Context: an optimization exercise on an open-source flow, tuned for small area, a short achievable clock period and few clock cycles. The choices shown serve that exercise and are no tape-out recipe.
At most, simulation tests tie the RTL to the original design; equivalence was not proved.

==> flow/design.v (excerpt) <==
module mvm_top (
    input  clk,
    input  rst,
    input  [63:0] i_vec_wdata,
    input  [2:0]  i_vec_waddr,
    input  i_vec_wen,
    input  [63:0] i_mat_wdata,
    input  [3:0]  i_mat_waddr,
    input  [1:0]  i_mat_wen,
    input  i_start,
    input  [2:0]  i_vec_start_addr,
    input  [3:0]  i_vec_num_words,
    input  [3:0]  i_mat_start_addr,
    input  [4:0]  i_mat_num_rows_per_olane,
    output o_busy,
    output [63:0] o_result,
    output o_valid
);
export LEC_CHECK = 0
export CAP_MARGIN = 20
export CORE_MARGIN = 2
export CORE_UTILIZATION = 40
export SLEW_MARGIN = 20
export SYNTH_HIERARCHICAL = 1
export SYNTH_MINIMUM_KEEP_SIZE = 0
create_clock -name core_clock -period 5.3 [get_ports {clk}]
run.sh (not shown) runs the stock make flow with config.mk's settings and CLKGATE_MAP_FILE= SYNTH_SCRIPT=/design/flow/synth_recipe.tcl, a recipe that flattens the netlist after the stock synthesis.
The baseline completed without violations.
==> next run, changes <==
Settings changed: CORE_UTILIZATION 40 to 60, CTS_CLUSTER_SIZE from default to 30.
Result: Via count came out higher by 0.91%; cell area decreases by 1.5%; utilization grows by 22 points; clock skew increases by 16 ps; cell count falls by 11%; global-route usage grows by 11 points.
No run of this note included a check of the RTL's function; only the layout flow was run.


== run A ==
mvm_top, a different RTL version from the one above (not shown whole).
Size in the first run: ~220 I/O pins.
==> flow/config.mk <==
export PLATFORM = sky130hd
export DESIGN_NAME = mvm_top
export DESIGN_NICKNAME = mvm_top
export VERILOG_FILES = /design/flow/design.v
export SDC_FILE = /design/flow/constraint.sdc
export NUM_CORES = 4
export LEC_CHECK = 0
export CAP_MARGIN = 0
export CORE_MARGIN = 2
export CORE_UTILIZATION = 40
export CTS_CLUSTER_DIAMETER = 100
export CTS_CLUSTER_SIZE = 24
export SETUP_SLACK_MARGIN = 2.9
export SLEW_MARGIN = 0
export SYNTH_HIERARCHICAL = 1
export SYNTH_MINIMUM_KEEP_SIZE = 0
==> flow/constraint.sdc <==
create_clock -name core_clock -period 5.3 [get_ports {clk}]
set_input_delay 1.0600 -clock core_clock [delete_from_list [all_inputs] [get_ports {clk}]]
set_output_delay 1.0600 -clock core_clock [all_outputs]
set_load 0.01 [all_outputs]
Run A completed end to end with timing, DRC and antenna clean.
Testbench counts of run A, summed over its fixed seeds: cycles 13,267.
Input changes introduced in run B (baseline for comparison: run A):
Settings: SLEW_MARGIN now 20, was 0; CAP_MARGIN now 20, was 0.
## What came out
- Run comparison: run B worst setup path endpoint u_mvm.lane[1].dot_unit.wm1[61]$_DFF_P_; run A worst setup path endpoint u_mvm.lane[1].dot_unit.wm1[26]$_DFF_P_
- Between run B and run A, the fraction of area in registers figures differ only marginally.
- Total wire length after detailed routing: run B > run A
- Compared with run A, in run B area growth from synthesis to layout went up 0.30 points, minimum clock period after layout went down 87 ps, global-route usage held.
Modified inputs, run C compared to run B
Settings: SETUP_SLACK_MARGIN: 2.9 -> 3.0.
Findings:
Taking run B as the reference point, the worst setup skew after layout of run C rises by 9.6 ps. The core of run C is more densely filled than that of run B. Between run B and run C, the difference in cell count after placement is negligible. Wire length (run C vs. run B) decreases slightly. Taking run B as the reference, in run C worst setup margin shrank by 3.4 ps. In run C relative to run B, count of clock-buffer cells in the layout had gone down by a few percent. Sequential share of layout area was lower in run C than in run B.
## Diff of input files: run D against run C
Settings: a change of SETUP_SLACK_MARGIN from 3.0 to 2.9; an added PLACE_DENSITY of 0.75.
==> summary.txt <==
- Final critical-path required period (lower): run C
- Combined flip-flop and latch cell area: run D vs run C down about 0.32%
- In the final reports, the cell area of run D is smaller than that of run C.


mvm_top, a different RTL version from the one above (not shown whole).
Size: ~0.18 mm^2 of cells after synthesis.
export LEC_CHECK = 0
export CAP_MARGIN = 20
export CORE_MARGIN = 2
export CORE_UTILIZATION = 50
export CTS_CLUSTER_DIAMETER = 100
export CTS_CLUSTER_SIZE = 24
export SETUP_SLACK_MARGIN = 2.9
export SLEW_MARGIN = 20
export SYNTH_HIERARCHICAL = 1
export SYNTH_MINIMUM_KEEP_SIZE = 0
create_clock -name core_clock -period 5.3 [get_ports {clk}]
The baseline completed with no timing, DRC or antenna violations.
Then changed:
- CORE_UTILIZATION: 50 -> 40
What happened:
- die area increases by 25%
- wire length decreases by 6.7%
- synthesized area does not change
- final area decreases by 0.73%
- cell count increases by 6.3%
- clock skew decreases by 0.011 ns
Function was not checked in any run of this note: the RTL went through the layout flow alone.


mvm_top, a different RTL version from the one above (not shown whole).
Size in the first run: about 220 I/O pins.
clock: 5.3 ns
lec_check: 0
abc_clock_period_in_ps: 2500
cap_margin: 20
core_margin: 2
core_utilization: 40
slew_margin: 20
Rerun with:
- SETUP_SLACK_MARGIN: unset -> 2.5
Now the flow finished but fails on antenna rules; die area is unchanged; global-route usage came out higher by 1.1 points; core utilization goes up by 2.2 points; via count is higher by a few percent; routed wire length rises by a few percent; fmax rose by a quarter to a third; first-iteration DRC count goes up by roughly a tenth; non-clock buffer count rose by 391; worst setup slack gains 0.76 ns.
No run of this note included a check of the RTL's function; only the layout flow was run.


Another version of the RTL of mvm_top (not shown whole).
Size in the first run: roughly 12000 cells after synthesis, about 220 I/O pins, about 0.19 mm^2 of cells after synthesis.
Design mvm_top, start of the top module:
module mvm_top (
    input  clk,
    input  rst,
    input  [63:0] i_vec_wdata,
    input  [2:0]  i_vec_waddr,
    input  i_vec_wen,
    input  [63:0] i_mat_wdata,
    input  [3:0]  i_mat_waddr,
    input  [1:0]  i_mat_wen,
    input  i_start,
    input  [2:0]  i_vec_start_addr,
    input  [3:0]  i_vec_num_words,
    input  [3:0]  i_mat_start_addr,
    input  [4:0]  i_mat_num_rows_per_olane,
    output o_busy,
    output [63:0] o_result,
    output o_valid
);
mvm u_mvm (
    .clk(clk),
    .rst(rst),
    .i_vec_wdata(i_vec_wdata),
    .i_vec_waddr(i_vec_waddr),
    .i_vec_wen(i_vec_wen),
    .i_mat_wdata(i_mat_wdata),
    .i_mat_waddr(i_mat_waddr),
    .i_mat_wen(i_mat_wen),
    .i_start(i_start),
    .i_vec_start_addr(i_vec_start_addr),
    .i_vec_num_words(i_vec_num_words),
    .i_mat_start_addr(i_mat_start_addr),
    .i_mat_num_rows_per_olane(i_mat_num_rows_per_olane),
    .o_busy(o_busy),
    .o_result(o_result),
    .o_valid(o_valid)
);
endmodule
==> flow/config.mk <==
export PLATFORM = sky130hd
export DESIGN_NAME = mvm_top
export DESIGN_NICKNAME = mvm_top
export VERILOG_FILES = /design/flow/design.v
export SDC_FILE = /design/flow/constraint.sdc
export NUM_CORES = 4
export LEC_CHECK = 0
export CAP_MARGIN = 20
export CORE_MARGIN = 2
export CORE_UTILIZATION = 40
export CTS_CLUSTER_DIAMETER = 100
export CTS_CLUSTER_SIZE = 24
export SETUP_SLACK_MARGIN = 3.1
export SLEW_MARGIN = 20
export SYNTH_HIERARCHICAL = 1
export SYNTH_MINIMUM_KEEP_SIZE = 0
==> flow/constraint.sdc <==
create_clock -name core_clock -period 5.3 [get_ports {clk}]
set_input_delay 1.0600 -clock core_clock [delete_from_list [all_inputs] [get_ports {clk}]]
set_output_delay 1.0600 -clock core_clock [all_outputs]
set_load 0.01 [all_outputs]
Testbench counts at the start, summed over its fixed seeds: cycles 13,267.
Next try:
Settings changed: SETUP_SLACK_MARGIN 3.1 to 2.7.
What happened: Final area drops by 5.0%; final cell count fell by about 1.3%; non-clock buffer count decreases by 268; setup slack is worse by 0.071 ns; flip-flop and latch count is unchanged.

==> re-timing with driven ports <==
How much do the figures lean on ideal ports? The routed layouts below were timed once more, with nothing changed but the port constraints.
Step 1 (the two cells are an assumption about what drives the block):
set clk [get_ports {clk}]
set_driving_cell -lib_cell sky130_fd_sc_hd__clkbuf_16 $clk
set_driving_cell -lib_cell sky130_fd_sc_hd__buf_2 [delete_from_list [all_inputs] $clk]
Step 2, shift: input delay + t, output delay - t, t = (earliest + latest rising clock arrival at the registers) / 2. This alone moves slack from input paths to output paths.
a / b / c = ideal / step 1 / step 2; a / b = the first two.
run	shift t [ns]	setup WS [ns]	latest minus earliest clock arrival (ns)
the first run of note 1	1.066	1.438 / 1.438 / 1.220	0.091 / 0.092
the second run of note 1	1.062	1.312 / 1.312 / 1.312	0.106 / 0.106
run A	1.091	2.642 / 2.638 / 2.094	0.122 / 0.122
run B	1.110	2.729 / 2.629 / 2.069	0.122 / 0.122
run C	1.099	2.726 / 2.627 / 2.134	0.111 / 0.111
run D	1.107	2.715 / 2.628 / 2.458	0.134 / 0.134
the first run of note 3	1.115	2.584 / 2.584 / 2.323	0.110 / 0.110
the second run of note 3	1.085	2.721 / 2.700 / 2.159	0.112 / 0.112
the first run of note 4	1.112	1.276 / 1.276 / 1.276	0.122 / 0.122
the second run of note 4	1.111	2.036 / 2.036 / 1.537	0.109 / 0.109
the first run of note 5	1.102	2.684 / 2.675 / 1.998	0.136 / 0.136
the second run of note 5	1.113	2.613 / 2.609 / 1.933	0.121 / 0.121
For the first run of note 5, which loses most, drivers alone change the setup slack by -0.009 ns; drivers and shift together by -0.686 ns.
